Context: an optimization exercise on an open-source flow, tuned for small area and a short achievable clock period. The choices shown serve that exercise and are no tape-out recipe. RTL that was checked went through simulation tests only; none was proved equivalent to the original. The flow treats the clock pin as an ideal source, which a real chip does not have.

==> flow/design.v (excerpt) <==
module cordic #(
    parameter data_width = 16,
    parameter iterations = 15
    )(
    input clk,
    input reset_n,
    input logic signed [data_width-1:0] angle,
    input logic signed [data_width-1:0] x_i,
    input logic signed [data_width-1:0] y_i,
    output logic signed [data_width-1:0] cos,
    output logic signed [data_width-1:0] sin,
    input valid_in,
    output logic valid_out
    );
    logic [14:0] vp;
    always_ff @(posedge clk or negedge reset_n)
        if (!reset_n) vp <= '0;
        else vp <= {vp[13:0], valid_in};
    assign valid_out = vp[14];
    logic [15:0] s0, d0, e0, n0;
    assign s0 = x_i + y_i;
    assign d0 = x_i - y_i;
    assign e0 = y_i - x_i;
    assign n0 = ~x_i + ~y_i + 16'd2;
    logic [14:0] zop, zc;
    always_comb case (angle[15:14])
        2'b00: begin zop = angle[14:0]; zc = -15'sd12867; end
        2'b01: begin zop = {1'b0, angle[13:0]}; zc = -15'sd12867; end
        2'b10: begin zop = {1'b1, angle[13:0]}; zc = 15'sd12867; end
        default: begin zop = ~angle[14:0]; zc = -15'sd12866; end
    endcase
    logic [15:0] x1n, y1n;
    always_comb case (angle[15:14])
        2'b00: begin x1n = d0; y1n = s0; end
        2'b11: begin x1n = s0; y1n = e0; end
        default: begin x1n = n0; y1n = d0; end
    endcase
    logic [14:0] z1n;
    assign z1n = zop + zc;
    logic signed [15:0] x1, y1;
    logic signed [14:0] z1;
  ...
For scale: ~5,800 cells after synthesis, roughly 620 flip-flops, ~38,000 um^2 of cells after synthesis.
Settings: LEC_CHECK=0, ABC_AREA=1, CAP_MARGIN=20, CORE_MARGIN=2, CORE_UTILIZATION=40, SETUP_SLACK_MARGIN=1.8, SLEW_MARGIN=20; clock period 4.0 ns.
standard.sh (not shown) runs the stock make flow with config.mk's settings and CLKGATE_MAP_FILE= SYNTH_SCRIPT=/design/flow/synth_recipe.tcl, a recipe that flattens the netlist after the stock synthesis.
==> flow/flow/run.sh <==
#!/bin/bash
# Standard ORFS layout with three changes: synthesis does not extract full/half adder cells
# (ADDER_MAP_FILE empty), so ABC maps all arithmetic to plain gates; every port still gets
# its own buffer, but a sky130_fd_sc_hd__buf_2 rather than the delay cell the default picks;
# and clock tree synthesis inserts no dummy loads and uses the settings in flow/cts_args.
set -euo pipefail
CTS_EXTRA=$(cat flow/cts_args)
bash standard.sh ADDER_MAP_FILE= \
  "BUFFER_PORTS_ARGS=-buffer_cell sky130_fd_sc_hd__buf_2" \
  "CTS_ARGS=-sink_clustering_enable -repair_clock_nets -dont_use_dummy_load $CTS_EXTRA" \
  finish > make_finish.log 2>&1
==> flow/flow/cts_args <==
-sink_clustering_size 30 -sink_clustering_max_diameter 120
Change:
--- a/flow/design.v
+++ b/flow/design.v
@@ -8,36 +8,37 @@
     input logic signed [data_width-1:0] x_i,
     input logic signed [data_width-1:0] y_i,
     output logic signed [data_width-1:0] cos,
     output logic signed [data_width-1:0] sin,
     input valid_in,
     output logic valid_out
     );
-    logic [14:0] vp;
+    logic [15:0] vp;
     always_ff @(posedge clk or negedge reset_n)
         if (!reset_n) vp <= '0;
-        else vp <= {vp[13:0], valid_in};
-    assign valid_out = vp[14];
-    logic [15:0] s0, d0, e0, n0;
-    assign s0 = x_i + y_i;
-    assign d0 = x_i - y_i;
-    assign e0 = y_i - x_i;
-    assign n0 = ~x_i + ~y_i + 16'd2;
-    logic [14:0] zop, zc;
-    always_comb case (angle[15:14])
-        2'b00: begin zop = angle[14:0]; zc = -15'sd12867; end
-        2'b01: begin zop = {1'b0, angle[13:0]}; zc = -15'sd12867; end
-        2'b10: begin zop = {1'b1, angle[13:0]}; zc = 15'sd12867; end
-        default: begin zop = ~angle[14:0]; zc = -15'sd12866; end
-    endcase
+        else vp <= {vp[14:0], valid_in};
+    assign valid_out = vp[15];
+    logic [15:0] a_r, x_r, y_r;
+    always_ff @(posedge clk) begin a_r <= angle; x_r <= x_i; y_r <= y_i; end
+    logic nxx, nxy, nyx, nyy;
+    assign nxx = a_r[15] ^ a_r[14];
+    assign nxy = ~(a_r[15] & a_r[14]);
+    assign nyx = a_r[15] & a_r[14];
+    assign nyy = a_r[15] ^ a_r[14];
+    logic [15:0] my_i;
+    assign my_i = -y_r;
     logic [15:0] x1n, y1n;
-    always_comb case (angle[15:14])
-        2'b00: begin x1n = d0; y1n = s0; end
-        2'b11: begin x1n = s0; y1n = e0; end
-        default: begin x1n = n0; y1n = d0; end
+    assign x1n = (x_r ^ {16{nxx}}) + (nxy ? my_i : y_r) + {15'd0, nxx};
+    assign y1n = (x_r ^ {16{nyx}}) + (y_r ^ {16{nyy}}) + {15'd0, nyx | nyy};
+    logic [14:0] zop, zc;
+    always_comb case (a_r[15:14])
+        2'b00: begin zop = a_r[14:0]; zc = -15'sd12867; end
+        2'b01: begin zop = {1'b0, a_r[13:0]}; zc = -15'sd12867; end
+        2'b10: begin zop = {1'b1, a_r[13:0]}; zc = 15'sd12867; end
+        default: begin zop = ~a_r[14:0]; zc = -15'sd12866; end
     endcase
     logic [14:0] z1n;
     assign z1n = zop + zc;
     logic signed [15:0] x1, y1;
     logic signed [14:0] z1;
     always_ff @(posedge clk) begin x1 <= x1n; y1 <= y1n; z1 <= z1n[14:0]; end
     logic sx1;
What happened: Cell area goes up by 1.2%; routed wire length goes down by about 10%; flip-flop and latch count goes up by 50; global-route usage goes down by 1.7 points; register-to-register slack loses 0.13 ns; count of clock-buffer cells in the layout goes up by 4; first-iteration DRC count goes down by 11%; final cell count goes down by 5.7%; via count goes down by about 8%; worst setup slack loses 0.13 ns.
Only the layout flow was run in the second run of this note; the RTL was not checked for function there.


cordic again, from the RTL that the note above started with.
Settings: LEC_CHECK=0, ABC_AREA=1, CAP_MARGIN=20, CORE_MARGIN=2, CORE_UTILIZATION=40, SETUP_SLACK_MARGIN=1.8, SLEW_MARGIN=20; clock period 4.0 ns.
==> flow/flow/run.sh <==
#!/bin/bash
# Standard ORFS layout with three changes: synthesis does not extract full/half adder cells
# (ADDER_MAP_FILE empty), so ABC maps all arithmetic to plain gates; every port still gets
# its own buffer, but a sky130_fd_sc_hd__buf_2 rather than the delay cell the default picks;
# and clock tree synthesis inserts no dummy loads.
set -euo pipefail
bash standard.sh ADDER_MAP_FILE= \
  "BUFFER_PORTS_ARGS=-buffer_cell sky130_fd_sc_hd__buf_2" \
  "CTS_ARGS=-sink_clustering_enable -repair_clock_nets -dont_use_dummy_load" \
  finish > make_finish.log 2>&1
The starting point completed with no timing, DRC or antenna violations.
Then changed:
--- a/flow/design.v
+++ b/flow/design.v
@@ -12,34 +12,33 @@
     input valid_in,
     output logic valid_out
     );
     logic [14:0] vp;
     always_ff @(posedge clk or negedge reset_n)
         if (!reset_n) vp <= '0;
         else vp <= {vp[13:0], valid_in};
     assign valid_out = vp[14];
-    logic [15:0] s0, d0, e0, n0;
-    assign s0 = x_i + y_i;
-    assign d0 = x_i - y_i;
-    assign e0 = y_i - x_i;
-    assign n0 = ~x_i + ~y_i + 16'd2;
+    logic nxx, nxy, nyx, nyy;
+    assign nxx = angle[15] ^ angle[14];
+    assign nxy = ~(angle[15] & angle[14]);
+    assign nyx = angle[15] & angle[14];
+    assign nyy = angle[15] ^ angle[14];
+    logic [15:0] my_i;
+    assign my_i = -y_i;
+    logic [15:0] x1n, y1n;
+    assign x1n = (x_i ^ {16{nxx}}) + (nxy ? my_i : y_i) + {15'd0, nxx};
+    assign y1n = (x_i ^ {16{nyx}}) + (y_i ^ {16{nyy}}) + {15'd0, nyx | nyy};
     logic [14:0] zop, zc;
     always_comb case (angle[15:14])
         2'b00: begin zop = angle[14:0]; zc = -15'sd12867; end
         2'b01: begin zop = {1'b0, angle[13:0]}; zc = -15'sd12867; end
         2'b10: begin zop = {1'b1, angle[13:0]}; zc = 15'sd12867; end
         default: begin zop = ~angle[14:0]; zc = -15'sd12866; end
     endcase
-    logic [15:0] x1n, y1n;
-    always_comb case (angle[15:14])
-        2'b00: begin x1n = d0; y1n = s0; end
-        2'b11: begin x1n = s0; y1n = e0; end
-        default: begin x1n = n0; y1n = d0; end
-    endcase
     logic [14:0] z1n;
     assign z1n = zop + zc;
     logic signed [15:0] x1, y1;
     logic signed [14:0] z1;
     always_ff @(posedge clk) begin x1 <= x1n; y1 <= y1n; z1 <= z1n[14:0]; end
     logic sx1;
     always_ff @(posedge clk) sx1 <= ~z1n[14];
     logic [15:0] xo1, yo1;
- The new run finished clean
- die area decreases by 6.1%
- cell area drops by about 1.7%
- synthesized area came out lower by about 6%
- worst setup slack is worse by 0.013 ns
- global-route usage shrinks by 1.5 points

[port drivers added, routing unchanged]
No port has a modelled driver above. Below, the same layouts with a new extraction and two added sets of constraints.
Step 1, drivers: a clkbuf_16 drives clk and a buf_2 each remaining input, both assumed.
Step 2, shift: input delay + t, output delay - t, t = (earliest + latest rising clock arrival at the registers) / 2. This alone moves slack from input paths to output paths.
Three values: ideal ports, drivers, drivers and shift; two values: the first two.
| run | t, ns | setup WS [ns] | worst hold slack (ns) | latest minus earliest clock arrival (ns) |
|---|---|---|---|---|
| the first run of note 1 | 0.651 | 1.898 / 1.898 / 1.285 | 0.054 / 0.012 / 0.281 | 0.069 / 0.070 |
| the second run of note 1 | 0.660 | 1.770 / 1.770 / 1.770 | 0.035 / -0.002 / 0.330 | 0.077 / 0.078 |
| the first run of note 2 | 0.656 | 1.908 / 1.944 / 1.290 | 0.070 / 0.028 / 0.246 | 0.085 / 0.086 |
| the second run of note 2 | 0.658 | 1.896 / 1.896 / 1.290 | 0.078 / 0.038 / 0.262 | 0.096 / 0.096 |
After both steps every run listed still meets setup and hold. For the first run of note 2, which loses most, drivers alone change the setup slack by +0.036 ns; drivers and shift together by -0.618 ns.
